What follows belongs to an exercise in optimizing a design on an open flow for small area and a short achievable clock period; a production flow would make more cautious choices.
Function was checked by simulation only, so behaviour that the tests miss may differ from the original.
Power figures rest on the tool's default switching activity, not on a simulated workload.

### config.mk
export PLATFORM = sky130hd
export DESIGN_NAME = rv32i_cpu
export DESIGN_NICKNAME = rv32i_cpu
export VERILOG_FILES = /design/flow/design.v
export SDC_FILE = /design/flow/constraint.sdc
export NUM_CORES = 8
export LEC_CHECK = 0
export CAP_MARGIN = 20
export CORE_MARGIN = 2
export CORE_UTILIZATION = 62
export PLACE_DENSITY = 0.72
export SLEW_MARGIN = 20
export SYNTH_HIERARCHICAL = 1
### constraint.sdc
create_clock -name core_clock -period 19.5 [get_ports {clk}]
set_input_delay 3.9000 -clock core_clock [delete_from_list [all_inputs] [get_ports {clk}]]
set_output_delay 3.9000 -clock core_clock [all_outputs]
set_load 0.01 [all_outputs]
### design.v
module c_inv   (input a, output y);                   assign y = ~a;                    endmodule
module c_nand2 (input a, input b, output y);          assign y = ~(a & b);              endmodule
module c_nand3 (input a, input b, input c, output y); assign y = ~(a & b & c);          endmodule
module c_nand4 (input a, input b, input c, input d, output y); assign y = ~(a & b & c & d); endmodule
module c_and2  (input a, input b, output y);          assign y = a & b;                 endmodule
module c_and3  (input a, input b, input c, output y); assign y = a & b & c;            endmodule
module c_and4  (input a, input b, input c, input d, output y); assign y = a & b & c & d;  endmodule
module c_or2   (input a, input b, output y);          assign y = a | b;                 endmodule
module c_or4   (input a, input b, input c, input d, output y); assign y = a | b | c | d;  endmodule
module c_nor2  (input a, input b, output y);          assign y = ~(a | b);              endmodule
module c_or3   (input a, input b, input c, output y); assign y = a | b | c;            endmodule
module c_nor3  (input a, input b, input c, output y); assign y = ~(a | b | c);          endmodule
module c_xor2  (input a, input b, output y);          assign y = a ^ b;                 endmodule
module c_xnor2 (input a, input b, output y);          assign y = ~(a ^ b);              endmodule
module c_nor4  (input a, input b, input c, input d, output y); assign y = ~(a | b | c | d); endmodule
module c_a221oi (input a1, input a2, input b1, input b2, input c, output y); assign y = ~((a1 & a2) | (b1 & b2) | c); endmodule
module c_a21oi (input a, input b, input c, output y); assign y = ~((a & b) | c);        endmodule
module c_o21ai (input a, input b, input c, output y); assign y = ~((a | b) & c);        endmodule
module c_mux2i (input a, input b, input s, output y); assign y = ~(s ? b : a);          endmodule
module c_mxi   (input a, input b, input s, input sn, output y); assign y = ~((a | s) & (b | sn)); endmodule
module agu (
  input  [31:0] rn,
  input  [11:0] m,
  output [31:0] y
);
  wire a_n1, a_n2, a_n3, a_n4, a_n5, a_n6, a_n7, a_n8, a_n9, a_n10, a_n11, a_n12, a_n13, a_n14, a_n15, a_n16, a_n17, a_n18, a_n19, a_n20, a_n21, a_n22, a_n23, a_n24, a_n25, a_n26, a_n27, a_n28, a_n29, a_n30, a_n31, a_n32, a_n33, a_n34, a_n35, a_n36, a_n37, a_n38, a_n39, a_n40, a_n41, a_n42, a_n43, a_n44, a_n45, a_n46, a_n47, a_n48, a_n49, a_n50, a_n51, a_n52, a_n53, a_n54, a_n55, a_n56, a_n57, a_n58, a_n59, a_n60, a_n61, a_n62, a_n63, a_n64, a_n65, a_n66, a_n67, a_n68, a_n69, a_n70, a_n71, a_n72, a_n73, a_n74, a_n75, a_n76, a_n77, a_n78, a_n79, a_n80, a_n81, a_n82, a_n83, a_n84, a_n85, a_n86, a_n87, a_n88, a_n89, a_n90, a_n91, a_n92, a_n93, a_n94, a_n95, a_n96, a_n97, a_n98, a_n99, a_n100, a_n101, a_n102, a_n103, a_n104, a_n105, a_n106, a_n107, a_n108, a_n109, a_n110, a_n111, a_n112, a_n113, a_n114, a_n115, a_n116, a_n117, a_n118, a_n119, a_n120, a_n121, a_n122, a_n123, a_n124, a_n125, a_n126, a_n127, a_n128, a_n129, a_n130, a_n131, a_n132, a_n133, a_n134, a_n135, a_n136, a_n137, a_n138, a_n139, a_n140, a_n141, a_n142, a_n143, a_n144, a_n145, a_n146, a_n147, a_n148, a_n149, a_n150, a_n151, a_n152, a_n153, a_n154, a_n155, a_n156, a_n157, a_n158, a_n159, a_n160, a_n161, a_n162, a_n163, a_n164, a_n165, a_n166, a_n167, a_n168, a_n169, a_n170, a_n171, a_n172, a_n173, a_n174, a_n175, a_n176, a_n177, a_n178, a_n179, a_n180, a_n181, a_n182, a_n183, a_n184, a_n185, a_n186, a_n187, a_n188, a_n189, a_n190, a_n191, a_n192, a_n193, a_n194, a_n195, a_n196, a_n197, a_n198, a_n199, a_n200, a_n201, a_n202, a_n203, a_n204, a_n205, a_n206, a_n207, a_n208, a_n209, a_n210, a_n211, a_n212, a_n213, a_n214, a_n215, a_n216, a_n217, a_n218, a_n219, a_n220, a_n221, a_n222;
  c_inv u_a_n1 (m[0], a_n1);
  c_inv u_a_n2 (m[1], a_n2);
  c_inv u_a_n3 (m[2], a_n3);
  c_inv u_a_n4 (m[3], a_n4);
  c_inv u_a_n5 (m[4], a_n5);
  c_inv u_a_n6 (m[5], a_n6);
  c_inv u_a_n7 (m[6], a_n7);
  c_inv u_a_n8 (m[7], a_n8);
  c_inv u_a_n9 (m[8], a_n9);
  c_inv u_a_n10 (m[9], a_n10);
  c_inv u_a_n11 (m[10], a_n11);
  c_inv u_a_n12 (m[11], a_n12);
  c_nor2 u_a_n13 (rn[0], a_n1, a_n13);
  c_nor2 u_a_n14 (rn[1], a_n2, a_n14);
  c_nor2 u_a_n15 (rn[2], a_n3, a_n15);
  c_nor2 u_a_n16 (rn[3], a_n4, a_n16);
  c_nor2 u_a_n17 (rn[4], a_n5, a_n17);
  c_nor2 u_a_n18 (rn[5], a_n6, a_n18);
  c_nor2 u_a_n19 (rn[6], a_n7, a_n19);
  c_nor2 u_a_n20 (rn[7], a_n8, a_n20);
  c_nor2 u_a_n21 (rn[8], a_n9, a_n21);
  c_nor2 u_a_n22 (rn[9], a_n10, a_n22);
  c_nor2 u_a_n23 (rn[10], a_n11, a_n23);
  c_nor2 u_a_n24 (rn[11], a_n12, a_n24);
  c_nand2 u_a_n25 (rn[0], a_n1, a_n25);
  c_nand2 u_a_n26 (rn[1], a_n2, a_n26);
  c_nand2 u_a_n27 (rn[2], a_n3, a_n27);
  c_nand2 u_a_n28 (rn[3], a_n4, a_n28);
  c_nand2 u_a_n29 (rn[4], a_n5, a_n29);
  c_nand2 u_a_n30 (rn[5], a_n6, a_n30);
  c_nand2 u_a_n31 (rn[6], a_n7, a_n31);
  c_nand2 u_a_n32 (rn[7], a_n8, a_n32);
  c_nand2 u_a_n33 (rn[8], a_n9, a_n33);
  c_nand2 u_a_n34 (rn[9], a_n10, a_n34);
  c_nand2 u_a_n35 (rn[10], a_n11, a_n35);
  c_nand2 u_a_n36 (rn[11], a_n12, a_n36);
  c_a21oi u_a_n37 (a_n26, a_n13, a_n14, a_n37);
  c_nand2 u_a_n38 (a_n26, a_n25, a_n38);
  c_a21oi u_a_n39 (a_n28, a_n15, a_n16, a_n39);
  c_nand2 u_a_n40 (a_n28, a_n27, a_n40);
  c_a21oi u_a_n41 (a_n30, a_n17, a_n18, a_n41);
  c_nand2 u_a_n42 (a_n30, a_n29, a_n42);
  c_a21oi u_a_n43 (a_n32, a_n19, a_n20, a_n43);
  c_nand2 u_a_n44 (a_n32, a_n31, a_n44);
  c_a21oi u_a_n45 (a_n34, a_n21, a_n22, a_n45);
  c_nand2 u_a_n46 (a_n34, a_n33, a_n46);
  c_a21oi u_a_n47 (a_n36, a_n23, a_n24, a_n47);
  c_nand2 u_a_n48 (a_n36, a_n35, a_n48);
  c_o21ai u_a_n49 (a_n40, a_n37, a_n39, a_n49);
  c_nor2 u_a_n50 (a_n40, a_n38, a_n50);
  c_o21ai u_a_n51 (a_n44, a_n41, a_n43, a_n51);
  c_nor2 u_a_n52 (a_n44, a_n42, a_n52);
  c_o21ai u_a_n53 (a_n48, a_n45, a_n47, a_n53);
  c_nor2 u_a_n54 (a_n48, a_n46, a_n54);
  c_nor4 u_a_n55 (a_n48, a_n46, a_n44, a_n42, a_n55);
  c_a221oi u_a_n56 (a_n54, a_n51, a_n55, a_n49, a_n53, a_n56);
  c_a221oi u_a_n57 (a_n54, a_n51, a_n55, a_n49, a_n53, a_n57);
  c_a221oi u_a_n58 (a_n54, a_n51, a_n55, a_n49, a_n53, a_n58);
  c_a221oi u_a_n59 (a_n54, a_n51, a_n55, a_n49, a_n53, a_n59);
  c_inv u_a_n60 (a_n37, a_n60);
  c_a21oi u_a_n61 (a_n27, a_n60, a_n15, a_n61);
  c_a21oi u_a_n62 (a_n29, a_n49, a_n17, a_n62);
  c_inv u_a_n63 (a_n49, a_n63);
  c_o21ai u_a_n64 (a_n42, a_n63, a_n41, a_n64);
  c_a21oi u_a_n65 (a_n31, a_n64, a_n19, a_n65);
  c_a21oi u_a_n66 (a_n52, a_n49, a_n51, a_n66);
  c_inv u_a_n67 (a_n66, a_n67);
  c_a21oi u_a_n68 (a_n33, a_n67, a_n21, a_n68);
  c_o21ai u_a_n69 (a_n46, a_n66, a_n45, a_n69);
  c_a21oi u_a_n70 (a_n35, a_n69, a_n23, a_n70);
  c_xnor2 u_a_n71 (rn[0], m[0], a_n71);
  c_xnor2 u_a_n72 (rn[1], m[1], a_n72);
  c_xnor2 u_a_n73 (rn[2], m[2], a_n73);
  c_xnor2 u_a_n74 (rn[3], m[3], a_n74);
  c_xnor2 u_a_n75 (rn[4], m[4], a_n75);
  c_xnor2 u_a_n76 (rn[5], m[5], a_n76);
  c_xnor2 u_a_n77 (rn[6], m[6], a_n77);
  c_xnor2 u_a_n78 (rn[7], m[7], a_n78);
  c_xnor2 u_a_n79 (rn[8], m[8], a_n79);
  c_xnor2 u_a_n80 (rn[9], m[9], a_n80);
  c_xnor2 u_a_n81 (rn[10], m[10], a_n81);
  c_xnor2 u_a_n82 (rn[11], m[11], a_n82);
  c_xnor2 u_y_0 (rn[0], m[0], y[0]);
  c_xor2 u_y_1 (a_n72, a_n13, y[1]);
  c_xnor2 u_y_2 (a_n73, a_n37, y[2]);
  c_xnor2 u_y_3 (a_n74, a_n61, y[3]);
  c_xor2 u_y_4 (a_n75, a_n49, y[4]);
  c_xnor2 u_y_5 (a_n76, a_n62, y[5]);
  c_xor2 u_y_6 (a_n77, a_n64, y[6]);
  c_xnor2 u_y_7 (a_n78, a_n65, y[7]);
  c_xnor2 u_y_8 (a_n79, a_n66, y[8]);
  c_xnor2 u_y_9 (a_n80, a_n68, y[9]);
  c_xor2 u_y_10 (a_n81, a_n69, y[10]);
  c_xnor2 u_y_11 (a_n82, a_n70, y[11]);
  c_nor2 u_a_n83 (rn[12], m[11], a_n83);
  c_nor2 u_a_n84 (rn[14], rn[13], a_n84);
  c_nor2 u_a_n85 (rn[16], rn[15], a_n85);
  c_nor2 u_a_n86 (rn[18], rn[17], a_n86);
  c_nor2 u_a_n87 (rn[20], rn[19], a_n87);
  c_nor2 u_a_n88 (rn[22], rn[21], a_n88);
  c_nor2 u_a_n89 (rn[24], rn[23], a_n89);
  c_nor2 u_a_n90 (rn[26], rn[25], a_n90);
  c_nor2 u_a_n91 (rn[28], rn[27], a_n91);
  c_nor2 u_a_n92 (rn[30], rn[29], a_n92);
  c_inv u_a_n93 (rn[13], a_n93);
  c_nand2 u_a_n94 (a_n93, a_n83, a_n94);
  c_nand2 u_a_n95 (a_n84, a_n83, a_n95);
  c_inv u_a_n96 (rn[17], a_n96);
  c_nand2 u_a_n97 (a_n96, a_n85, a_n97);
  c_nand2 u_a_n98 (a_n86, a_n85, a_n98);
  c_inv u_a_n99 (rn[21], a_n99);
  c_nand2 u_a_n100 (a_n99, a_n87, a_n100);
  c_nand2 u_a_n101 (a_n88, a_n87, a_n101);
  c_inv u_a_n102 (rn[25], a_n102);
  c_nand2 u_a_n103 (a_n102, a_n89, a_n103);
  c_nand2 u_a_n104 (a_n90, a_n89, a_n104);
  c_inv u_a_n105 (rn[29], a_n105);
  c_nand2 u_a_n106 (a_n105, a_n91, a_n106);
  c_nand2 u_a_n107 (a_n92, a_n91, a_n107);
  c_nor2 u_a_n108 (rn[15], a_n95, a_n108);
  c_inv u_a_n109 (a_n95, a_n109);
  c_nand2 u_a_n110 (a_n85, a_n109, a_n110);
  c_nor2 u_a_n111 (a_n97, a_n95, a_n111);
  c_nor2 u_a_n112 (a_n98, a_n95, a_n112);
  c_nor2 u_a_n113 (rn[23], a_n101, a_n113);
  c_inv u_a_n114 (a_n101, a_n114);
  c_nand2 u_a_n115 (a_n89, a_n114, a_n115);
  c_nor2 u_a_n116 (a_n103, a_n101, a_n116);
  c_nor2 u_a_n117 (a_n104, a_n101, a_n117);
  c_inv u_a_n118 (rn[19], a_n118);
  c_nand2 u_a_n119 (a_n118, a_n112, a_n119);
  c_nand2 u_a_n120 (a_n87, a_n112, a_n120);
  c_inv u_a_n121 (a_n100, a_n121);
  c_nand2 u_a_n122 (a_n121, a_n112, a_n122);
  c_nand2 u_a_n123 (a_n114, a_n112, a_n123);
  c_nand2 u_a_n124 (a_n113, a_n112, a_n124);
  c_inv u_a_n125 (a_n115, a_n125);
  c_nand2 u_a_n126 (a_n125, a_n112, a_n126);
  c_nand2 u_a_n127 (a_n116, a_n112, a_n127);
  c_nand2 u_a_n128 (a_n117, a_n112, a_n128);
  c_nor2 u_a_n129 (rn[27], a_n128, a_n129);
  c_inv u_a_n130 (a_n128, a_n130);
  c_nand2 u_a_n131 (a_n91, a_n130, a_n131);
  c_nor2 u_a_n132 (a_n106, a_n128, a_n132);
  c_nor2 u_a_n133 (a_n107, a_n128, a_n133);
  c_nand2 u_a_n134 (rn[12], m[11], a_n134);
  c_nand2 u_a_n135 (rn[14], rn[13], a_n135);
  c_nand2 u_a_n136 (rn[16], rn[15], a_n136);
  c_nand2 u_a_n137 (rn[18], rn[17], a_n137);
  c_nand2 u_a_n138 (rn[20], rn[19], a_n138);
  c_nand2 u_a_n139 (rn[22], rn[21], a_n139);
  c_nand2 u_a_n140 (rn[24], rn[23], a_n140);
  c_nand2 u_a_n141 (rn[26], rn[25], a_n141);
  c_nand2 u_a_n142 (rn[28], rn[27], a_n142);
  c_nand2 u_a_n143 (rn[30], rn[29], a_n143);
  c_inv u_a_n144 (a_n134, a_n144);
  c_nand2 u_a_n145 (rn[13], a_n144, a_n145);
  c_nor2 u_a_n146 (a_n135, a_n134, a_n146);
  c_inv u_a_n147 (a_n136, a_n147);
  c_nand2 u_a_n148 (rn[17], a_n147, a_n148);
  c_nor2 u_a_n149 (a_n137, a_n136, a_n149);
  c_inv u_a_n150 (a_n138, a_n150);
  c_nand2 u_a_n151 (rn[21], a_n150, a_n151);
  c_nor2 u_a_n152 (a_n139, a_n138, a_n152);
  c_inv u_a_n153 (a_n140, a_n153);
  c_nand2 u_a_n154 (rn[25], a_n153, a_n154);
  c_nor2 u_a_n155 (a_n141, a_n140, a_n155);
  c_inv u_a_n156 (a_n142, a_n156);
  c_nand2 u_a_n157 (rn[29], a_n156, a_n157);
  c_nor2 u_a_n158 (a_n143, a_n142, a_n158);
  c_nand2 u_a_n159 (rn[15], a_n146, a_n159);
  c_nand2 u_a_n160 (a_n147, a_n146, a_n160);
  c_inv u_a_n161 (a_n148, a_n161);
  c_nand2 u_a_n162 (a_n161, a_n146, a_n162);
  c_nand2 u_a_n163 (a_n149, a_n146, a_n163);
  c_nand2 u_a_n164 (rn[23], a_n152, a_n164);
  c_nand2 u_a_n165 (a_n153, a_n152, a_n165);
  c_inv u_a_n166 (a_n154, a_n166);
  c_nand2 u_a_n167 (a_n166, a_n152, a_n167);
  c_nand2 u_a_n168 (a_n155, a_n152, a_n168);
  c_inv u_a_n169 (a_n163, a_n169);
  c_nand2 u_a_n170 (rn[19], a_n169, a_n170);
  c_nor2 u_a_n171 (a_n138, a_n163, a_n171);
  c_nor2 u_a_n172 (a_n151, a_n163, a_n172);
  c_nand2 u_a_n173 (a_n152, a_n169, a_n173);
  c_nor2 u_a_n174 (a_n164, a_n163, a_n174);
  c_nor2 u_a_n175 (a_n165, a_n163, a_n175);
  c_nor2 u_a_n176 (a_n167, a_n163, a_n176);
  c_nor2 u_a_n177 (a_n168, a_n163, a_n177);
  c_nand2 u_a_n178 (rn[27], a_n177, a_n178);
  c_nand2 u_a_n179 (a_n156, a_n177, a_n179);
  c_inv u_a_n180 (a_n157, a_n180);
  c_nand2 u_a_n181 (a_n180, a_n177, a_n181);
  c_nand2 u_a_n182 (a_n158, a_n177, a_n182);
  c_xnor2 u_a_n183 (rn[12], m[11], a_n183);
  c_xor2 u_a_n184 (rn[12], m[11], a_n184);
  c_mux2i u_y_12 (a_n183, a_n184, a_n56, y[12]);
  c_xor2 u_a_n185 (rn[13], a_n83, a_n185);
  c_xnor2 u_a_n186 (rn[13], a_n134, a_n186);
  c_mux2i u_y_13 (a_n185, a_n186, a_n57, y[13]);
  c_xnor2 u_a_n187 (rn[14], a_n94, a_n187);
  c_xnor2 u_a_n188 (rn[14], a_n145, a_n188);
  c_mux2i u_y_14 (a_n187, a_n188, a_n58, y[14]);
  c_xnor2 u_a_n189 (rn[15], a_n95, a_n189);
  c_xor2 u_a_n190 (rn[15], a_n146, a_n190);
  c_mux2i u_y_15 (a_n189, a_n190, a_n59, y[15]);
  c_xor2 u_a_n191 (rn[16], a_n108, a_n191);
  c_xnor2 u_a_n192 (rn[16], a_n159, a_n192);
  c_mux2i u_y_16 (a_n191, a_n192, a_n56, y[16]);
  c_xnor2 u_a_n193 (rn[17], a_n110, a_n193);
  c_xnor2 u_a_n194 (rn[17], a_n160, a_n194);
  c_mux2i u_y_17 (a_n193, a_n194, a_n57, y[17]);
  c_xor2 u_a_n195 (rn[18], a_n111, a_n195);
  c_xnor2 u_a_n196 (rn[18], a_n162, a_n196);
  c_mux2i u_y_18 (a_n195, a_n196, a_n58, y[18]);
  c_xor2 u_a_n197 (rn[19], a_n112, a_n197);
  c_xnor2 u_a_n198 (rn[19], a_n163, a_n198);
  c_mux2i u_y_19 (a_n197, a_n198, a_n59, y[19]);
  c_xnor2 u_a_n199 (rn[20], a_n119, a_n199);
  c_xnor2 u_a_n200 (rn[20], a_n170, a_n200);
  c_mux2i u_y_20 (a_n199, a_n200, a_n56, y[20]);
  c_xnor2 u_a_n201 (rn[21], a_n120, a_n201);
  c_xor2 u_a_n202 (rn[21], a_n171, a_n202);
  c_mux2i u_y_21 (a_n201, a_n202, a_n57, y[21]);
  c_xnor2 u_a_n203 (rn[22], a_n122, a_n203);
  c_xor2 u_a_n204 (rn[22], a_n172, a_n204);
  c_mux2i u_y_22 (a_n203, a_n204, a_n58, y[22]);
  c_xnor2 u_a_n205 (rn[23], a_n123, a_n205);
  c_xnor2 u_a_n206 (rn[23], a_n173, a_n206);
  c_mux2i u_y_23 (a_n205, a_n206, a_n59, y[23]);
  c_xnor2 u_a_n207 (rn[24], a_n124, a_n207);
  c_xor2 u_a_n208 (rn[24], a_n174, a_n208);
  c_mux2i u_y_24 (a_n207, a_n208, a_n56, y[24]);
  c_xnor2 u_a_n209 (rn[25], a_n126, a_n209);
  c_xor2 u_a_n210 (rn[25], a_n175, a_n210);
  c_mux2i u_y_25 (a_n209, a_n210, a_n57, y[25]);
  c_xnor2 u_a_n211 (rn[26], a_n127, a_n211);
  c_xor2 u_a_n212 (rn[26], a_n176, a_n212);
  c_mux2i u_y_26 (a_n211, a_n212, a_n58, y[26]);
  c_xnor2 u_a_n213 (rn[27], a_n128, a_n213);
  c_xor2 u_a_n214 (rn[27], a_n177, a_n214);
  c_mux2i u_y_27 (a_n213, a_n214, a_n59, y[27]);
  c_xor2 u_a_n215 (rn[28], a_n129, a_n215);
  c_xnor2 u_a_n216 (rn[28], a_n178, a_n216);
  c_mux2i u_y_28 (a_n215, a_n216, a_n56, y[28]);
  c_xnor2 u_a_n217 (rn[29], a_n131, a_n217);
  c_xnor2 u_a_n218 (rn[29], a_n179, a_n218);
  c_mux2i u_y_29 (a_n217, a_n218, a_n57, y[29]);
  c_xor2 u_a_n219 (rn[30], a_n132, a_n219);
  c_xnor2 u_a_n220 (rn[30], a_n181, a_n220);
  c_mux2i u_y_30 (a_n219, a_n220, a_n58, y[30]);
  c_xor2 u_a_n221 (rn[31], a_n133, a_n221);
  c_xnor2 u_a_n222 (rn[31], a_n182, a_n222);
  c_mux2i u_y_31 (a_n221, a_n222, a_n59, y[31]);
endmodule
module pc_add (
  input  [30:0] a, b,
  output [30:0] s
);
  wire r_n1, r_n2, r_n3, r_n4, r_n5, r_n6, r_n7, r_n8, r_n9, r_n10, r_n11, r_n12, r_n13, r_n14, r_n15, r_n16, r_n17, r_n18, r_n19, r_n20, r_n21, r_n22, r_n23, r_n24, r_n25, r_n26, r_n27, r_n28, r_n29, r_n30, r_n31, r_n32, r_n33, r_n34, r_n35, r_n36, r_n37, r_n38, r_n39, r_n40, r_n41, r_n42, r_n43, r_n44, r_n45, r_n46, r_n47, r_n48, r_n49, r_n50, r_n51, r_n52, r_n53, r_n54, r_n55, r_n56, r_n57, r_n58, r_n59, r_n60, r_n61, r_n62, r_n63, r_n64, r_n65, r_n66, r_n67, r_n68, r_n69, r_n70, r_n71, r_n72, r_n73, r_n74, r_n75, r_n76, r_n77, r_n78, r_n79, r_n80, r_n81, r_n82, r_n83, r_n84, r_n85, r_n86, r_n87, r_n88, r_n89, r_n90;
  c_xor2 u_s_0 (a[0], b[0], s[0]);
  c_nand2 u_r_n1 (a[0], b[0], r_n1);
  c_xnor2 u_r_n2 (a[1], b[1], r_n2);
  c_nand2 u_r_n3 (a[1], b[1], r_n3);
  c_xor2 u_s_1 (r_n2, r_n1, s[1]);
  c_o21ai u_r_n4 (r_n2, r_n1, r_n3, r_n4);
  c_xor2 u_r_n5 (a[2], b[2], r_n5);
  c_and2 u_r_n6 (a[2], b[2], r_n6);
  c_xor2 u_s_2 (r_n5, r_n4, s[2]);
  c_a21oi u_r_n7 (r_n5, r_n4, r_n6, r_n7);
  c_xnor2 u_r_n8 (a[3], b[3], r_n8);
  c_nand2 u_r_n9 (a[3], b[3], r_n9);
  c_xor2 u_s_3 (r_n8, r_n7, s[3]);
  c_o21ai u_r_n10 (r_n8, r_n7, r_n9, r_n10);
  c_xor2 u_r_n11 (a[4], b[4], r_n11);
  c_and2 u_r_n12 (a[4], b[4], r_n12);
  c_xor2 u_s_4 (r_n11, r_n10, s[4]);
  c_a21oi u_r_n13 (r_n11, r_n10, r_n12, r_n13);
  c_xnor2 u_r_n14 (a[5], b[5], r_n14);
  c_nand2 u_r_n15 (a[5], b[5], r_n15);
  c_xor2 u_s_5 (r_n14, r_n13, s[5]);
  c_o21ai u_r_n16 (r_n14, r_n13, r_n15, r_n16);
  c_xor2 u_r_n17 (a[6], b[6], r_n17);
  c_and2 u_r_n18 (a[6], b[6], r_n18);
  c_xor2 u_s_6 (r_n17, r_n16, s[6]);
  c_a21oi u_r_n19 (r_n17, r_n16, r_n18, r_n19);
  c_xnor2 u_r_n20 (a[7], b[7], r_n20);
  c_nand2 u_r_n21 (a[7], b[7], r_n21);
  c_xor2 u_s_7 (r_n20, r_n19, s[7]);
  c_o21ai u_r_n22 (r_n20, r_n19, r_n21, r_n22);
  c_xor2 u_r_n23 (a[8], b[8], r_n23);
  c_and2 u_r_n24 (a[8], b[8], r_n24);
  c_xor2 u_s_8 (r_n23, r_n22, s[8]);
  c_a21oi u_r_n25 (r_n23, r_n22, r_n24, r_n25);
  c_xnor2 u_r_n26 (a[9], b[9], r_n26);
  c_nand2 u_r_n27 (a[9], b[9], r_n27);
  c_xor2 u_s_9 (r_n26, r_n25, s[9]);
  c_o21ai u_r_n28 (r_n26, r_n25, r_n27, r_n28);
  c_xor2 u_r_n29 (a[10], b[10], r_n29);
  c_and2 u_r_n30 (a[10], b[10], r_n30);
  c_xor2 u_s_10 (r_n29, r_n28, s[10]);
  c_a21oi u_r_n31 (r_n29, r_n28, r_n30, r_n31);
  c_xnor2 u_r_n32 (a[11], b[11], r_n32);
  c_nand2 u_r_n33 (a[11], b[11], r_n33);
  c_xor2 u_s_11 (r_n32, r_n31, s[11]);
  c_o21ai u_r_n34 (r_n32, r_n31, r_n33, r_n34);
  c_xor2 u_r_n35 (a[12], b[12], r_n35);
  c_and2 u_r_n36 (a[12], b[12], r_n36);
  c_xor2 u_s_12 (r_n35, r_n34, s[12]);
  c_a21oi u_r_n37 (r_n35, r_n34, r_n36, r_n37);
  c_xnor2 u_r_n38 (a[13], b[13], r_n38);
  c_nand2 u_r_n39 (a[13], b[13], r_n39);
  c_xor2 u_s_13 (r_n38, r_n37, s[13]);
  c_o21ai u_r_n40 (r_n38, r_n37, r_n39, r_n40);
  c_xor2 u_r_n41 (a[14], b[14], r_n41);
  c_and2 u_r_n42 (a[14], b[14], r_n42);
  c_xor2 u_s_14 (r_n41, r_n40, s[14]);
  c_a21oi u_r_n43 (r_n41, r_n40, r_n42, r_n43);
  c_xnor2 u_r_n44 (a[15], b[15], r_n44);
  c_nand2 u_r_n45 (a[15], b[15], r_n45);
  c_xor2 u_s_15 (r_n44, r_n43, s[15]);
  c_o21ai u_r_n46 (r_n44, r_n43, r_n45, r_n46);
  c_xor2 u_r_n47 (a[16], b[16], r_n47);
  c_and2 u_r_n48 (a[16], b[16], r_n48);
  c_xor2 u_s_16 (r_n47, r_n46, s[16]);
  c_a21oi u_r_n49 (r_n47, r_n46, r_n48, r_n49);
  c_xnor2 u_r_n50 (a[17], b[17], r_n50);
  c_nand2 u_r_n51 (a[17], b[17], r_n51);
  c_xor2 u_s_17 (r_n50, r_n49, s[17]);
  c_o21ai u_r_n52 (r_n50, r_n49, r_n51, r_n52);
  c_xor2 u_r_n53 (a[18], b[18], r_n53);
  c_and2 u_r_n54 (a[18], b[18], r_n54);
  c_xor2 u_s_18 (r_n53, r_n52, s[18]);
  c_a21oi u_r_n55 (r_n53, r_n52, r_n54, r_n55);
  c_xnor2 u_r_n56 (a[19], b[19], r_n56);
  c_nand2 u_r_n57 (a[19], b[19], r_n57);
  c_xor2 u_s_19 (r_n56, r_n55, s[19]);
  c_o21ai u_r_n58 (r_n56, r_n55, r_n57, r_n58);
  c_xor2 u_r_n59 (a[20], b[20], r_n59);
  c_and2 u_r_n60 (a[20], b[20], r_n60);
  c_xor2 u_s_20 (r_n59, r_n58, s[20]);
  c_a21oi u_r_n61 (r_n59, r_n58, r_n60, r_n61);
  c_xnor2 u_r_n62 (a[21], b[21], r_n62);
  c_nand2 u_r_n63 (a[21], b[21], r_n63);
  c_xor2 u_s_21 (r_n62, r_n61, s[21]);
  c_o21ai u_r_n64 (r_n62, r_n61, r_n63, r_n64);
  c_xor2 u_r_n65 (a[22], b[22], r_n65);
  c_and2 u_r_n66 (a[22], b[22], r_n66);
  c_xor2 u_s_22 (r_n65, r_n64, s[22]);
  c_a21oi u_r_n67 (r_n65, r_n64, r_n66, r_n67);
  c_xnor2 u_r_n68 (a[23], b[23], r_n68);
  c_nand2 u_r_n69 (a[23], b[23], r_n69);
  c_xor2 u_s_23 (r_n68, r_n67, s[23]);
  c_o21ai u_r_n70 (r_n68, r_n67, r_n69, r_n70);
  c_xor2 u_r_n71 (a[24], b[24], r_n71);
  c_and2 u_r_n72 (a[24], b[24], r_n72);
  c_xor2 u_s_24 (r_n71, r_n70, s[24]);
  c_a21oi u_r_n73 (r_n71, r_n70, r_n72, r_n73);
  c_xnor2 u_r_n74 (a[25], b[25], r_n74);
  c_nand2 u_r_n75 (a[25], b[25], r_n75);
  c_xor2 u_s_25 (r_n74, r_n73, s[25]);
  c_o21ai u_r_n76 (r_n74, r_n73, r_n75, r_n76);
  c_xor2 u_r_n77 (a[26], b[26], r_n77);
  c_and2 u_r_n78 (a[26], b[26], r_n78);
  c_xor2 u_s_26 (r_n77, r_n76, s[26]);
  c_a21oi u_r_n79 (r_n77, r_n76, r_n78, r_n79);
  c_xnor2 u_r_n80 (a[27], b[27], r_n80);
  c_nand2 u_r_n81 (a[27], b[27], r_n81);
  c_xor2 u_s_27 (r_n80, r_n79, s[27]);
  c_o21ai u_r_n82 (r_n80, r_n79, r_n81, r_n82);
  c_xor2 u_r_n83 (a[28], b[28], r_n83);
  c_and2 u_r_n84 (a[28], b[28], r_n84);
  c_xor2 u_s_28 (r_n83, r_n82, s[28]);
  c_a21oi u_r_n85 (r_n83, r_n82, r_n84, r_n85);
  c_xnor2 u_r_n86 (a[29], b[29], r_n86);
  c_nand2 u_r_n87 (a[29], b[29], r_n87);
  c_xor2 u_s_29 (r_n86, r_n85, s[29]);
  c_o21ai u_r_n88 (r_n86, r_n85, r_n87, r_n88);
  c_xor2 u_r_n89 (a[30], b[30], r_n89);
  c_and2 u_r_n90 (a[30], b[30], r_n90);
  c_xor2 u_s_30 (r_n89, r_n88, s[30]);
endmodule
module add_bk #(parameter N = 32, parameter L = 5) (
  input  [N-1:0] a, b,
  input          cin,
  output [N-1:0] s,
  output         cout,
  output [N-1:0] p, g
);
  assign p = a ^ b;
  assign g = a & b;
  wire [N-1:0] G [0:2*L-1];
  wire [N-1:0] P [0:2*L-1];
  assign G[0] = {g[N-1:1], g[0] | (p[0] & cin)};
  assign P[0] = p;
  genvar st, i;
  generate
    for (st = 1; st < 2*L; st = st + 1) begin : g_st
      for (i = 0; i < N; i = i + 1) begin : g_i
        localparam integer l  = (st <= L) ? st - 1 : 2*L - 1 - st;
        localparam integer d  = 1 << l;
        localparam integer ok = (st <= L) ? (((i + 1) % (2*d)) == 0)
                                          : ((i >= 3*d - 1) && (((i + 1 - d) % (2*d)) == 0));
        if (ok && i - d >= 0) begin : g_c
          assign G[st][i] = G[st-1][i] | (P[st-1][i] & G[st-1][i-d]);
          assign P[st][i] = P[st-1][i] & P[st-1][i-d];
        end else begin : g_p
          assign G[st][i] = G[st-1][i];
          assign P[st][i] = P[st-1][i];
        end
      end
    end
  endgenerate
  assign s    = p ^ {G[2*L-1][N-2:0], cin};
  assign cout = G[2*L-1][N-1];
endmodule
module shr32 (
  input  [31:0] a,
  input  [4:0]  sh,
  input         left,
  input         fill,
  output [31:0] y
);
  wire [31:0] x0, x1, x2, x3, x4;
  wire [4:0] shn = ~sh;
  wire leftn = ~left;
  wire filln = ~fill;
  genvar i;
  generate
    for (i = 0; i < 32; i = i + 1) begin : g_i
      c_mxi m0 (.a(a[i]), .b(a[31-i]), .s(left), .sn(leftn), .y(x0[i]));
      if (i + 1 < 32) begin : s0
        c_mxi m (.a(x0[i]), .b(x0[i+1]), .s(sh[0]), .sn(shn[0]), .y(x1[i]));
      end else begin : f0
        c_mxi m (.a(x0[i]), .b(filln), .s(sh[0]), .sn(shn[0]), .y(x1[i]));
      end
      if (i + 2 < 32) begin : s1
        c_mxi m (.a(x1[i]), .b(x1[i+2]), .s(sh[1]), .sn(shn[1]), .y(x2[i]));
      end else begin : f1
        c_mxi m (.a(x1[i]), .b(fill), .s(sh[1]), .sn(shn[1]), .y(x2[i]));
      end
      if (i + 4 < 32) begin : s2
        c_mxi m (.a(x2[i]), .b(x2[i+4]), .s(sh[2]), .sn(shn[2]), .y(x3[i]));
      end else begin : f2
        c_mxi m (.a(x2[i]), .b(filln), .s(sh[2]), .sn(shn[2]), .y(x3[i]));
      end
      if (i + 8 < 32) begin : s3
        c_mxi m (.a(x3[i]), .b(x3[i+8]), .s(sh[3]), .sn(shn[3]), .y(x4[i]));
      end else begin : f3
        c_mxi m (.a(x3[i]), .b(fill), .s(sh[3]), .sn(shn[3]), .y(x4[i]));
      end
      if (i + 16 < 32) begin : s4
        c_mxi m (.a(x4[i]), .b(x4[i+16]), .s(sh[4]), .sn(shn[4]), .y(y[i]));
      end else begin : f4
        c_mxi m (.a(x4[i]), .b(filln), .s(sh[4]), .sn(shn[4]), .y(y[i]));
      end
    end
  endgenerate
endmodule
module rf_hold (input q, input d, input w, input wn, output y);
  assign y = (q & wn) | (d & w);
endmodule
module rf_aoi3 (input a, input sa, input b, input sb, input c, input sc, output y);
  assign y = ~((a & sa) | (b & sb) | (c & sc));
endmodule
module regfile (
  input             clk,
  input             we,
  input      [4:0]  rs1, rs2, rd,
  input      [31:0] rd_data,
  input             use_imm,
  input      [31:0] imm,
  output     [31:0] rs1v, rs1n_agu, rs2v, rs2v_mem
);
  wire [31:0] q [0:31];
  wire [127:0] s1f, s2f, wf, wnf;
  assign q[0] = 32'b0;
  genvar r, k, j;
  generate
    wire [4:0] rs1n, rs2n;
    wire [3:0] lo1n, lo2n;
    wire [7:0] hi1n, hi2n;
    wire       use_imm_n;
    c_inv ui (.a(use_imm), .y(use_imm_n));
    for (j = 0; j < 5; j = j + 1) begin : g_inv
      c_inv i1 (.a(rs1[j]), .y(rs1n[j]));
      c_inv i2 (.a(rs2[j]), .y(rs2n[j]));
    end
    for (j = 0; j < 4; j = j + 1) begin : g_lo
      c_nand2 l1 (.a(j[0] ? rs1[0] : rs1n[0]), .b(j[1] ? rs1[1] : rs1n[1]), .y(lo1n[j]));
      c_nand3 l2 (.a(j[0] ? rs2[0] : rs2n[0]), .b(j[1] ? rs2[1] : rs2n[1]), .c(use_imm_n), .y(lo2n[j]));
    end
    for (j = 0; j < 8; j = j + 1) begin : g_hi
      c_nand3 h1 (.a(j[0] ? rs1[2] : rs1n[2]), .b(j[1] ? rs1[3] : rs1n[3]), .c(j[2] ? rs1[4] : rs1n[4]), .y(hi1n[j]));
      c_nand3 h2 (.a(j[0] ? rs2[2] : rs2n[2]), .b(j[1] ? rs2[3] : rs2n[3]), .c(j[2] ? rs2[4] : rs2n[4]), .y(hi2n[j]));
    end
    wire [4:0] rdn;
    wire [3:0] low_n;
    wire [7:0] hiw_n;
    for (j = 0; j < 5; j = j + 1) begin : g_invw
      c_inv iw (.a(rd[j]), .y(rdn[j]));
    end
    for (j = 0; j < 4; j = j + 1) begin : g_low
      c_nand3 lw (.a(j[0] ? rd[0] : rdn[0]), .b(j[1] ? rd[1] : rdn[1]), .c(we), .y(low_n[j]));
    end
    for (j = 0; j < 8; j = j + 1) begin : g_hiw
      c_nand3 hw (.a(j[0] ? rd[2] : rdn[2]), .b(j[1] ? rd[3] : rdn[3]), .c(j[2] ? rd[4] : rdn[4]), .y(hiw_n[j]));
    end
    for (r = 1; r < 32; r = r + 1) begin : g_dec
      for (j = 0; j < 4; j = j + 1) begin : g_grp
        c_nor2 d1 (.a(hi1n[r/4]), .b(lo1n[r%4]), .y(s1f[32*j+r]));
        c_nor2 d2 (.a(hi2n[r/4]), .b(lo2n[r%4]), .y(s2f[32*j+r]));
        c_nor2 dw (.a(hiw_n[r/4]), .b(low_n[r%4]), .y(wf[32*j+r]));
        c_inv  dn (.a(wf[32*j+r]), .y(wnf[32*j+r]));
      end
    end
    for (r = 1; r < 32; r = r + 1) begin : g_r
      reg  [31:0] x;
      wire [31:0] d;
      for (k = 0; k < 32; k = k + 1) begin : g_b
        rf_hold h (.q(x[k]), .d(rd_data[k]), .w(wf[32*(k/8)+r]), .wn(wnf[32*(k/8)+r]), .y(d[k]));
      end
      always @(posedge clk) x <= d;
      assign q[r] = x;
    end
    for (k = 0; k < 32; k = k + 1) begin : g_col
      wire [10:0] a1, a2;
      wire [2:0]  o1, o2;
      wire        a2i;
      for (j = 0; j < 10; j = j + 1) begin : g_t
        rf_aoi3 t1 (.a(q[3*j+1][k]), .sa(s1f[32*(k/8)+3*j+1]), .b(q[3*j+2][k]), .sb(s1f[32*(k/8)+3*j+2]),
                    .c(q[3*j+3][k]), .sc(s1f[32*(k/8)+3*j+3]), .y(a1[j]));
        rf_aoi3 t2 (.a(q[3*j+1][k]), .sa(s2f[32*(k/8)+3*j+1]), .b(q[3*j+2][k]), .sb(s2f[32*(k/8)+3*j+2]),
                    .c(q[3*j+3][k]), .sc(s2f[32*(k/8)+3*j+3]), .y(a2[j]));
      end
      c_nand2 n1 (.a(q[31][k]), .b(s1f[32*(k/8)+31]), .y(a1[10]));
      c_nand2 n2 (.a(q[31][k]), .b(s2f[32*(k/8)+31]), .y(a2[10]));
      c_nand2 n3 (.a(imm[k]), .b(use_imm), .y(a2i));
      c_nand4 p10 (.a(a1[0]), .b(a1[1]), .c(a1[2]), .d(a1[3]), .y(o1[0]));
      c_nand4 p11 (.a(a1[4]), .b(a1[5]), .c(a1[6]), .d(a1[7]), .y(o1[1]));
      c_nand3 p12 (.a(a1[8]), .b(a1[9]), .c(a1[10]), .y(o1[2]));
      c_nand4 p20 (.a(a2[0]), .b(a2[1]), .c(a2[2]), .d(a2[3]), .y(o2[0]));
      c_nand4 p21 (.a(a2[4]), .b(a2[5]), .c(a2[6]), .d(a2[7]), .y(o2[1]));
      c_nand4 p22 (.a(a2[8]), .b(a2[9]), .c(a2[10]), .d(a2i), .y(o2[2]));
      c_nor3 f1a (.a(o1[0]), .b(o1[1]), .c(o1[2]), .y(rs1n_agu[k]));
      c_or3  f1b (.a(o1[0]), .b(o1[1]), .c(o1[2]), .y(rs1v[k]));
      c_or3  f2a (.a(o2[0]), .b(o2[1]), .c(o2[2]), .y(rs2v[k]));
      c_or3  f2b (.a(o2[0]), .b(o2[1]), .c(o2[2]), .y(rs2v_mem[k]));
    end
  endgenerate
endmodule
module rv32i_cpu (
  input             clk,
  input             rst,
  output     [31:0] pc,
  input      [31:0] inst,
  output            MemWen,
  output     [31:0] MemAddr,
  output     [31:0] MemWdata,
  input      [31:0] MemRdata
);
  wire b6 = inst[6], b5 = inst[5], b4 = inst[4], b3 = inst[3], b2 = inst[2];
  wire [2:0] f3 = inst[14:12];
  wire is_store  = ~b6 &  b5 & ~b4;
  wire is_load   = ~b6 & ~b5 & ~b4;
  wire is_branch =  b6 & ~b2;
  wire is_jalr   =  b6 & ~b3 & b2;
  wire is_jal    =  b6 &  b3;
  wire is_lui    = ~b6 &  b5 & b4 &  b2;
  wire is_auipc  = ~b6 & ~b5 & b4 &  b2;
  wire is_alu    = ~b6 & b4 & ~b2;           
  wire regwrite  = ~(is_store | is_branch);
  wire [31:0] immI = {{20{inst[31]}}, inst[31:20]};
  wire [31:0] immB = {{20{inst[31]}}, inst[7], inst[30:25], inst[11:8], 1'b0};
  wire [31:0] immJ = {{12{inst[31]}}, inst[19:12], inst[20], inst[30:21], 1'b0};
  wire [31:0] immU = {inst[31:12], 12'b0};
  wire [31:0] rs1v, rs1n_agu, op2, rs2_mem;
  reg  [31:0] rd_data;
  regfile rf (
    .clk(clk), .we(regwrite), .rs1(inst[19:15]), .rs2(inst[24:20]), .rd(inst[11:7]),
    .rd_data(rd_data), .use_imm(~b5), .imm(immI),
    .rs1v(rs1v), .rs1n_agu(rs1n_agu), .rs2v(op2), .rs2v_mem(rs2_mem)
  );
  wire [31:0] agu_y;
  agu agu_i (.rn(rs1n_agu), .m({inst[31:25], is_store ? inst[11:7] : inst[24:20]}), .y(agu_y));
  assign MemAddr  = agu_y;
  assign MemWdata = rs2_mem;   
  assign MemWen   = is_store;
  wire sub = is_branch | (f3[2:1] == 2'b01) | (b5 & inst[30] & (f3 == 3'b000));
  wire [31:0] sum, p, g;
  wire cout;
  add_bk #(32, 5) alu_add (.a(rs1v), .b(op2 ^ {32{sub}}), .cin(sub), .s(sum), .cout(cout), .p(p), .g(g));
  wire ltu = ~cout;
  wire lt  = (rs1v[31] ^ op2[31]) ? rs1v[31] : ltu;
  wire eq  = &p;
  wire cond = f3[2] ? (f3[1] ? ltu : lt) : eq;
  wire taken = cond ^ f3[0];
  wire [31:0] shr;
  shr32 sh_i (.a(rs1v), .sh(op2[4:0]), .left(~f3[2]), .fill(inst[30] & rs1v[31]), .y(shr));
  wire [31:0] shl;
  genvar gi;
  generate for (gi = 0; gi < 32; gi = gi + 1) begin : g_shl
    assign shl[gi] = shr[31-gi];
  end endgenerate
  wire [31:0] logic_r = (p & {32{~(f3[1] & f3[0])}}) | (g & {32{f3[1]}});
  wire [31:0] pimm = b6 ? (b3 ? immJ : immB) : immU;
  wire [31:0] tgt;
  pc_add pc_add_i (.a(pc[31:1]), .b(pimm[31:1]), .s(tgt[31:1]));
  assign tgt[0] = 1'b0;
  wire [31:0] pc4;
  wire [30:0] ic;
  assign ic[0] = 1'b1;
  genvar ii;
  generate for (ii = 2; ii < 32; ii = ii + 1) begin : g_inc
    assign pc4[ii]  = pc[ii] ^ ic[ii-2];
    assign ic[ii-1] = pc[ii] & ic[ii-2];
  end endgenerate
  assign pc4[1:0] = pc[1:0];
  wire s_sum   = is_alu & (f3 == 3'b000);
  wire s_sll   = is_alu & (f3 == 3'b001);
  wire s_slt   = is_alu & (f3 == 3'b010);
  wire s_sltu  = is_alu & (f3 == 3'b011);
  wire s_logic = is_alu & f3[2] & (f3[1] | ~f3[0]);
  wire s_shr   = is_alu & (f3 == 3'b101);
  always @* begin
    rd_data = ({32{s_sum}}    & sum)
            | ({32{s_sll}}    & shl)
            | ({32{s_slt}}    & {31'b0, lt})
            | ({32{s_sltu}}   & {31'b0, ltu})
            | ({32{s_logic}}  & logic_r)
            | ({32{s_shr}}    & shr)
            | ({32{is_load}}  & MemRdata)
            | ({32{b6}}       & pc4)
            | ({32{is_lui}}   & immU)
            | ({32{is_auipc}} & tgt);
  end
  reg [31:1] pcr;
  assign pc = {pcr, 1'b0};
  always @(posedge clk or posedge rst) begin
    if (rst)                               pcr <= 31'b0;
    else if (is_jalr)                      pcr <= agu_y[31:1];
    else if (is_jal | (is_branch & taken)) pcr <= tgt[31:1];
    else                                   pcr <= pc4[31:1];
  end
endmodule
### flow/run.sh
#!/bin/bash
# Own layout flow: the standard flow (standard.sh) with these changes:
#  - the standard synthesis runs first, on its own and unchanged;
#  - ports are buffered with buf_2 instead of the default delay cell;
#  - clock tree synthesis uses clusters of up to 14 sinks and 60 um, clkbuf_4/8, no dummy loads;
#  - the timing repair steps aim for a setup slack margin, which sizes up the critical path.
# Each step's full output goes to its own log file in this folder; ORFS's logs are under orfs/logs.
set -euo pipefail
cd "$(dirname "$0")/.."
MARGIN=${MARGIN:-8.5}
bash standard.sh synth > flow_synth.log 2>&1
bash standard.sh \
  "BUFFER_PORTS_ARGS=-buffer_cell sky130_fd_sc_hd__buf_2" \
  "CTS_ARGS=-sink_clustering_enable -repair_clock_nets -dont_use_dummy_load -sink_clustering_size 14 -sink_clustering_max_diameter 60 -buf_list {sky130_fd_sc_hd__clkbuf_4 sky130_fd_sc_hd__clkbuf_8}" \
  "SETUP_SLACK_MARGIN=$MARGIN" \
  "TNS_END_PERCENT=5" \
  finish > flow_finish.log 2>&1
### standard.sh
#!/bin/bash
# synth_recipe.tcl (not shown) runs the flow's synth.tcl, then flattens the netlist and writes it again
# the make line also repeats each setting of config.mk as NAME=value (left out here)
make -C /OpenROAD-flow-scripts/flow DESIGN_CONFIG=/design/flow/config.mk WORK_HOME=/design/flow/orfs CLKGATE_MAP_FILE= SYNTH_SCRIPT=/design/flow/synth_recipe.tcl "${@:-finish}"
==> flow_metrics.py, run 1 <==
metrics = {
    "timing": {
        "worst_clock_skew_ns": 0.125,
        "fin_setup_tns_ns": 0,
        "hold_slack_ns": 0.514,
        "finalHoldViolations": 0,
        "layout_setup_ws_ns": 8.00,
        "slew_headroom": 0.128,
        "worstMarginPinSlew_ns": 1.30,
        "max_clock_freq_mhz": 86.9,
        "grt_setup_unrepaired": "yes",
        "fin_crit_ns": 11.50,
        "slew_violations": 0,
        "period_share": 0.590,
        "setup_viol": 0,
    },
    "place": {
        "gp_congestion": 1.04,
        "placed_cell_area_mm2": 0.0517,
        "portBuffers": 159,
        "dp_slack_ns": 6.92,
        "dpl.hpwl_um": 143000,
    },
    "synthesis": {
        "postSynthAreaPerCell_um2": 9.96,
        "synth_cell_types": 69,
        "synth-edff-count": 0,
        "synth_seq_cells": 1023,
        "ys_warn_count": 9,
        "syn_area_mm2": 0.0490,
        "synth_ff_type": "dfxtp_1",
        "synth-async-reset-ratio": 0.0303,
        "synth_cells": 4922,
        "syn-num-nets": 5065,
        "yosysSeqAreaShare": 0.421,
    },
    "layout": {
        "nets": 5478,
        "syn2layout_area_growth_pct": 13.2,
        "drive_gt1_frac": 0.134,
        "design_area_mm2": 0.0555,
    },
    "grt": {
        "grt_usage": 0.499,
        "grt_max_degree": 64,
        "grt_pass1_wl_um": 309000,
        "first_global_vias": 47190,
        "antenna_found_initial": 10,
        "grt_remaining_overflow": 0,
    },
    "worst_hold_path": {
        "min_path_type": "flop to flop",
    },
    "power_and_ir_drop": {
        "p_leak_nw": 21.1,
        "power_density_mw_per_mm2": 134,
        "switching_share": 0.406,
        "p_sw_mw": 3.01,
        "power_frac_comb": 0.384,
        "peakVddDrop_mv": 0.0984,
        "cellInternalPower_mw": 4.40,
        "p_seq_frac": 0.467,
        "p_total_mw": 7.41,
        "clock_power_share": 0.148,
    },
    "clock_tree": {
        "cts_sinks": 1023,
        "clk_pin_slew_ns": 0.06,
        "holdBufCountCts": 0,
        "cts_max_level": 3,
        "cts-root-buf": "clkbuf_8",
        "clkLatencyLatePin_ns": 0.80,
        "clock_path_buffers": 3,
        "cts-buffers-inserted": 89,
        "cts_tree": "done",
    },
    "die": {
        "die_h_um": 285,
        "io_pins": 163,
        "die-area_mm2": 0.0813,
        "die_w_um": 285,
        "initial_core_util": 0.623,
        "core-area_mm2": 0.0786,
        "fp-row-count": 103,
    },
    "run_status": {
        "outcome": "complete, no violations",
    },
    "job": {
        "cap_violations": 0,
    },
    "setup_path": {
        "cp-start-kind": "primary input",
        "critPathSlowestCell": "nand3_1",
        "slowest_delay_ns": 0.89,
        "crit_top_cell": "buf_2",
        "setup.worst_path.end_class": "primary output",
        "crit_chain": "buf_2, inv_1, nand3_1, buf_4, nor2_1, a222oi_1, nand4_1, or3_1, buf_2",
        "crit_path_max_fanout": 9,
        "critPathKind": "primary input to primary output",
        "required_ns": 15.60,
        "worstPathArrival_ns": 7.60,
    },
    "routing": {
        "antenna_left": 0,
        "first_iter_violations": 14568,
        "routedWlPerCell_um": 33.9,
        "firstDrtPassIters": 23,
        "viasPerCell": 8.35,
        "vias": 53395,
        "wirelength_um": 217000,
        "drc_errors": 0,
    },
}
metrics by stage:
stage	utilization	instances
floorplan	-	4922
global placement	0.657	6158
detailed placement	0.657	6159
CTS	0.700	6360
global route	0.706	6384
finish	0.706	6392
path summary, 6_finish.rpt:
| check | startpoint | end | slack, ns | cells past startpoint |
|---|---|---|---|---|
| worst max-delay path | inst[24] | MemWdata[29] | 8.00 | 9 |
| worst min-delay path | rf.g_r[31].x[1] | rf.g_r[31].x[1] | 0.51 | 1 |
| worst max register to register | pcr[2] | rf.g_r[22].x[30] | 11.84 | 33 |
| worst min register to register | rf.g_r[31].x[1] | rf.g_r[31].x[1] | 0.51 | 1 |
| max in group asynchronous | rst | pcr[16] | 15.82 | 3 |
| min in group asynchronous | rst | pcr[26] | 3.26 | 3 |
Yosys stat by module (local to each module, per instance), a selection:
module / cells inside / times used / cell area [µm²] / flops+latches
c_a221oi: 1 / 4 / 15.0 / 0
c_and2: 1 / 14 / 6.26 / 0
c_mxi: 1 / 192 / 6.26 / 0
c_nand3: 1 / 64 / 5.00 / 0
c_or3: 1 / 96 / 6.26 / 0
c_xnor2: 1 / 59 / 8.76 / 0
final cells by class:
class / instances / area, µm²
sequential: 1023 / 20600
clock buffer: 89 / 1220
fill: 6052 / 23100
tap: 1050 / 1310
multi-input combinational: 3606 / 28400
antenna: 9 / 22.5
timing repair buffer: 386 / 3000
inverter: 229 / 872
logic make-up after synthesis:
kind of cell	synth area share
AOI/OAI and AO/OA	0.385
xor gates and xnor gates	0.0307
adders and majority gates	0.0223
buffers and inverters	0.0232
DFF	0.421
muxes	0.00511
other	0.0000765
and+or+nand+nor	0.112
cell usage in the layout, fill, tap and decap left out, types with 18 or more instances in the layout:
| cell | instances |
|---|---|
| a22o_1 | 993 |
| dfxtp_1 | 992 |
| a222oi_1 | 671 |
| nor2_1 | 346 |
| nand2_1 | 281 |
| inv_1 | 221 |
| o22ai_1 | 193 |
| buf_4 | 192 |
| nand4_1 | 169 |
| buf_2 | 151 |
| or3_1 | 99 |
| xnor2_1 | 94 |
| clkbuf_8 | 89 |
| xor2_1 | 75 |
| nand3_1 | 65 |
| ha_1 | 60 |
| nor2_2 | 59 |
| o21ai_0 | 55 |
| a21oi_1 | 43 |
| dfrtp_1 | 31 |
| o211ai_1 | 29 |
| and2_1 | 28 |
| a21oi_2 | 27 |
| nor3_4 | 26 |
| nor2_4 | 23 |
| a221oi_1 | 22 |
| buf_12 | 21 |
| a21o_1 | 20 |
| mux2i_4 | 19 |
| a22oi_1 | 18 |
critical path: cells and delay by family:
kind / cells / cell delay [ns]
AO/OA/AOI/OAI: 1 / 0.64
buffers and inverters: 4 / 1.09
AND/OR/NAND/NOR: 4 / 1.96
layer usage:
metal / up-vias / wire length (µm) / GRT usage
met2: 5207 / 83300 / 0.667
met3: 1240 / 38200 / 0.215
li1: 21723 / - / -
met5: - / 113 / 0
met4: 10 / 17100 / 0.299
met1: 25215 / 78100 / 0.662
sequential cells by signal, indices dropped and copies added, names as in the netlist:
register / cells
rf.g_r.x: 992
pcr: 31
power by group through the flow:
stage               clock [mW]  sequential [mW]  combinational (mW)
floorplan                    0             3.25                1.68
global placement             0             3.42                2.42
detailed placement           0             3.44                2.48
CTS                       1.09             3.41                2.66
global route              1.17             3.52                2.94
finish                    1.10             3.46                2.85
timing repair:
| action | CTS | global route |
|---|---|---|
| gates resized for setup | 243 | 65 |
| pin swaps | 112 | 42 |
| endpoints found under the setup margin | 111 | 305 |
| cloned | 7 | 0 |
| buffers inserted | 105 | 23 |
Yosys cell counts (52+ instances only):
cell	number	area share
o21ai_0	56	0.0057
xor2_1	76	0.014
o22ai_1	193	0.025
a22o_1	993	0.18
a222oi_1	671	0.14
nor2_1	428	0.033
ha_1	60	0.015
nand3_1	82	0.0084
nand4_1	169	0.022
dfxtp_1	992	0.41
xnor2_1	96	0.017
clkbuf_1	52	0.0040
or3_1	99	0.013
nand2_1	296	0.023
inv_1	227	0.017
==> run 2, diff against run 1 <==
--- a/flow/run.sh
+++ b/flow/run.sh
@@ -7,11 +7,11 @@
 # Each step's full output goes to its own log file in this folder; ORFS's logs are under orfs/logs.
 set -euo pipefail
 cd "$(dirname "$0")/.."
-MARGIN=${MARGIN:-8.5}
+MARGIN=${MARGIN:-9}
 bash standard.sh synth > flow_synth.log 2>&1
 bash standard.sh \
   "BUFFER_PORTS_ARGS=-buffer_cell sky130_fd_sc_hd__buf_2" \
   "CTS_ARGS=-sink_clustering_enable -repair_clock_nets -dont_use_dummy_load -sink_clustering_size 14 -sink_clustering_max_diameter 60 -buf_list {sky130_fd_sc_hd__clkbuf_4 sky130_fd_sc_hd__clkbuf_8}" \
   "SETUP_SLACK_MARGIN=$MARGIN" \
-  "TNS_END_PERCENT=5" \
+  "TNS_END_PERCENT=2" \
   finish > flow_finish.log 2>&1
--- a/config.mk
+++ b/config.mk
@@ -7,7 +7,7 @@
 export LEC_CHECK = 0
 export CAP_MARGIN = 20
 export CORE_MARGIN = 2
-export CORE_UTILIZATION = 62
-export PLACE_DENSITY = 0.72
+export CORE_UTILIZATION = 55
+export PLACE_DENSITY = 0.68
 export SLEW_MARGIN = 20
 export SYNTH_HIERARCHICAL = 1
==> run 2 against run 1 <==
Net effect:
- non-clock buffer count down 12
- total power is 0.17% lower
- via count shrank 2.5%
- still clean on timing, DRC and antenna
- critical path type unchanged
- largest power group unchanged
- combinational power is 2% lower
- worst setup slack better by 0.11 ns
- synthesized area is the same
- cell area fell by 0.11%
==> flow_metrics.py, run 2 <==
metrics = {
    "setup_path": {
        "worstPathArrival_ns": 7.49,
        "critPathSlowestCell": "a222oi_1",
        "required_ns": 15.60,
        "cp-start-kind": "primary input",
        "crit_top_cell": "buf_12",
        "crit_chain": "buf_12, clkinvlp_4, buf_12, nand3_4, buf_12, nor2_4, a222oi_1, nand4_1, nor3_4, nand2_2, a21oi_4, o21ai_4, a221oi_2, buf_6, mux2i_4, buf_2",
        "critPathKind": "primary input to primary output",
        "regToRegSetupSlack_ns": 11.77,
        "setup.worst_path.end_class": "primary output",
        "slowest_delay_ns": 0.46,
        "crit_path_max_fanout": 8,
    },
    "grt": {
        "grt_usage": 0.457,
        "grt_remaining_overflow": 0,
        "antenna_found_initial": 11,
        "first_global_vias": 45687,
        "grt_max_degree": 64,
        "grt_pass1_wl_um": 312000,
    },
    "timing": {
        "worstMarginPinSlew_ns": 1.31,
        "layout_setup_ws_ns": 8.11,
        "setup_viol": 0,
        "worst_clock_skew_ns": 0.0865,
        "fin_setup_tns_ns": 0,
        "slew_headroom": 0.125,
        "finalHoldViolations": 0,
        "max_clock_freq_mhz": 87.8,
        "slew_violations": 0,
        "fin_crit_ns": 11.39,
        "grt_setup_unrepaired": "yes",
        "period_share": 0.584,
    },
    "die": {
        "io_pins": 163,
        "core-area_mm2": 0.0884,
        "fp-row-count": 109,
        "die_h_um": 303,
        "initial_core_util": 0.555,
        "die-area_mm2": 0.0915,
        "die_w_um": 303,
    },
    "power_and_ir_drop": {
        "cellInternalPower_mw": 4.39,
        "power_frac_comb": 0.378,
        "clock_power_share": 0.152,
        "peakVddDrop_mv": 0.104,
        "p_sw_mw": 3.01,
        "power_density_mw_per_mm2": 134,
        "p_seq_frac": 0.470,
        "p_leak_nw": 21.1,
        "switching_share": 0.406,
        "p_total_mw": 7.40,
    },
    "synthesis": {
        "synth_seq_cells": 1023,
        "yosysSeqAreaShare": 0.421,
        "synth_cell_types": 69,
        "ys_warn_count": 9,
        "yosysTopAreaCellShare": 0.405,
        "synth_ff_type": "dfxtp_1",
        "postSynthAreaPerCell_um2": 9.96,
        "synth.most_common_cell": "a22o_1",
        "synthTopCellsByArea": "dfxtp_1, a22o_1, a222oi_1, nor2_1, o22ai_1",
        "synth_area_leader_cell": "dfxtp_1",
        "syn_area_mm2": 0.0490,
        "synth-async-reset-ratio": 0.0303,
        "synth_cells": 4922,
        "yosys-top-cells-count": "a22o_1, dfxtp_1, a222oi_1",
        "synth-edff-count": 0,
        "syn-num-nets": 5065,
    },
    "routing": {
        "firstDrtPassIters": 17,
        "wirelength_um": 221000,
        "drc_errors": 0,
        "routedWlPerCell_um": 34.1,
        "first_iter_violations": 13584,
        "viasPerCell": 8.01,
        "vias": 52045,
        "antenna_left": 0,
    },
    "clock_tree": {
        "cts-root-buf": "clkbuf_8",
        "clkLatencyLatePin_ns": 0.82,
        "clk_pin_slew_ns": 0.06,
        "holdBufCountCts": 0,
        "cts_tree": "done",
        "cts_sinks": 1023,
        "clock_path_buffers": 3,
        "cts-buffers-inserted": 91,
        "cts_max_level": 3,
    },
    "layout": {
        "drive_gt1_frac": 0.130,
        "layout_commonest_cell": "a22o_1",
        "layout.cells.non_filler": 6495,
        "nets": 5467,
        "layout_common_cells": "a22o_1, dfxtp_1, a222oi_1",
        "largest_register_ffs": 992,
        "top_regs": "rf.g_r.x (992), pcr (31)",
        "nFillCells": 7638,
        "top_register": "rf.g_r.x",
        "syn2layout_area_growth_pct": 13.1,
        "utilization": 0.627,
    },
    "place": {
        "portBuffers": 159,
        "gp_congestion": 1.06,
        "dp_cells": 6270,
        "dp_slack_ns": 6.73,
        "dpl.hpwl_um": 149000,
    },
    "job": {
        "cap_violations": 0,
    },
    "worst_hold_path": {
        "min_path_type": "flop to flop",
    },
    "run_status": {
        "outcome": "complete, no violations",
    },
}
## run 2: per-stage QoR
| step | instance area, µm² | hold WS (ns) |
|---|---|---|
| 2_1_floorplan | 49000 | 0.477 |
| 3_3_place_gp | 51800 | 0.488 |
| 3_5_place_dp | 51800 | 0.492 |
| 4_1_cts | 55000 | 0.510 |
| 5_1_grt | 55400 | 0.529 |
| 6_report | 55400 | 0.511 |
## run 2: cells by family (layout without fill, tap and decap cells)
group	Yosys count	after routing	synth area share
AOI/OAI and AO/OA	2168	2168	0.385
xor gates and xnor gates	172	172	0.0307
adders and majority gates	77	77	0.0223
buffers and inverters	294	694	0.0232
DFF	1023	1023	0.421
muxes	25	25	0.00511
other	1	9	0.0000765
and+or+nand+nor	1162	1162	0.112
## run 2: Yosys stat by module, one instance, submodules excluded, excerpt
module | copies in the design | cell area, µm² | cells inside | flops+latches
c_nand4 | 160 | 6.26 | 1 | 0
c_nor4 | 1 | 12.5 | 1 | 0
c_nand3 | 64 | 5.00 | 1 | 0
c_inv | 175 | 3.75 | 1 | 0
rf_aoi3 | 640 | 10.0 | 1 | 0
c_xnor2 | 59 | 8.76 | 1 | 0
c_or3 | 96 | 6.26 | 1 | 0
c_o21ai | 20 | 5.00 | 1 | 0
## run 2: power by group through the flow
stage / clock, mW / combinational (mW) / sequential, mW
after detailed placement: 0 / 2.49 / 3.46
after global routing: 1.19 / 2.91 / 3.53
after CTS: 1.12 / 2.64 / 3.43
final: 1.12 / 2.80 / 3.48
after floorplan: 0 / 1.68 / 3.25
after global placement: 0 / 2.45 / 3.45
## run 2: final timing paths
| path | from | endpoint | cells after the start |
|---|---|---|---|
| worst max-delay path | inst[17] | MemAddr[23] | 16 |
| worst max register to register | pcr[2] | rf.g_r[24].x[30] | 33 |
| worst min-delay path | rf.g_r[31].x[0] | rf.g_r[31].x[0] | 1 |
| worst min register to register | rf.g_r[31].x[0] | rf.g_r[31].x[0] | 1 |
| max in group asynchronous | rst | pcr[26] | 2 |
| min in group asynchronous | rst | pcr[13] | 2 |
## run 2: worst max-delay path: cells and delay by family
kind            cells  cell delay [ns]
compound gates      4             1.14
buf+inv             6             1.06
mux                 1             0.36
simple gates        5             0.99
## run 2: cell type report
| class | count | area (µm²) | area share |
|---|---|---|---|
| Inverter | 229 | 878 | 0.0158 |
| Tap cell | 1165 | 1460 | 0.0263 |
| Timing Repair Buffer | 374 | 2880 | 0.0520 |
| Multi-Input combinational cell | 3605 | 28300 | 0.511 |
| Clock buffer | 91 | 1250 | 0.0226 |
| Antenna cell | 8 | 20.0 | 0.000361 |
| Sequential cell | 1023 | 20600 | 0.372 |
## run 2: timing repair
| item | 4_1_cts | 5_1_grt |
|---|---|---|
| cloned | 2 | 1 |
| pin swaps | 103 | 48 |
| setup endpoints to repair | 346 | 499 |
| setup buffers | 96 | 27 |
| gates resized for setup | 213 | 53 |
## run 2: routing by layer
layer / vias to the layer above / wire [µm] / GRT usage / part of all wire
li1: 21704 / - / - / -
met1: 24861 / 82900 / 0.625 / 0.37
met2: 4557 / 87300 / 0.634 / 0.39
met3: 909 / 34900 / 0.141 / 0.16
met4: 14 / 16100 / 0.257 / 0.073
met5: - / 190 / 0.00828 / 0.00086

re-timing with driven ports:
In the flow no input, the clock included, has a driving cell. The finished layouts below were timed again as built, in two steps. Step 1 (the two cells are an assumption about what drives the block):
set clk [get_ports {clk}]
set_driving_cell -lib_cell sky130_fd_sc_hd__clkbuf_16 $clk
set_driving_cell -lib_cell sky130_fd_sc_hd__buf_2 [delete_from_list [all_inputs] $clk]
Step 2 adds t to the input delays and takes it off the output delays; t is the mean of the earliest and latest rising clock arrival at the registers after step 1. Input paths then give back, and output paths get back, about the clock's delay inside the block. Slacks: no drivers / after step 1 / after step 2; pairs: no drivers / after step 1.
run	shift t [ns]	slack for setup (ns)	clock arrival spread, ns	cell pins on the clock port's net
run 1	0.804	7.996 / 7.968 / 7.437	0.125 / 0.125	1
run 2	0.849	8.107 / 7.962 / 7.564	0.086 / 0.087	1
After both steps setup and hold are still met in every run listed. The setup slack of run 1, which loses most, moves by -0.028 ns with the drivers and by -0.559 ns with both steps.
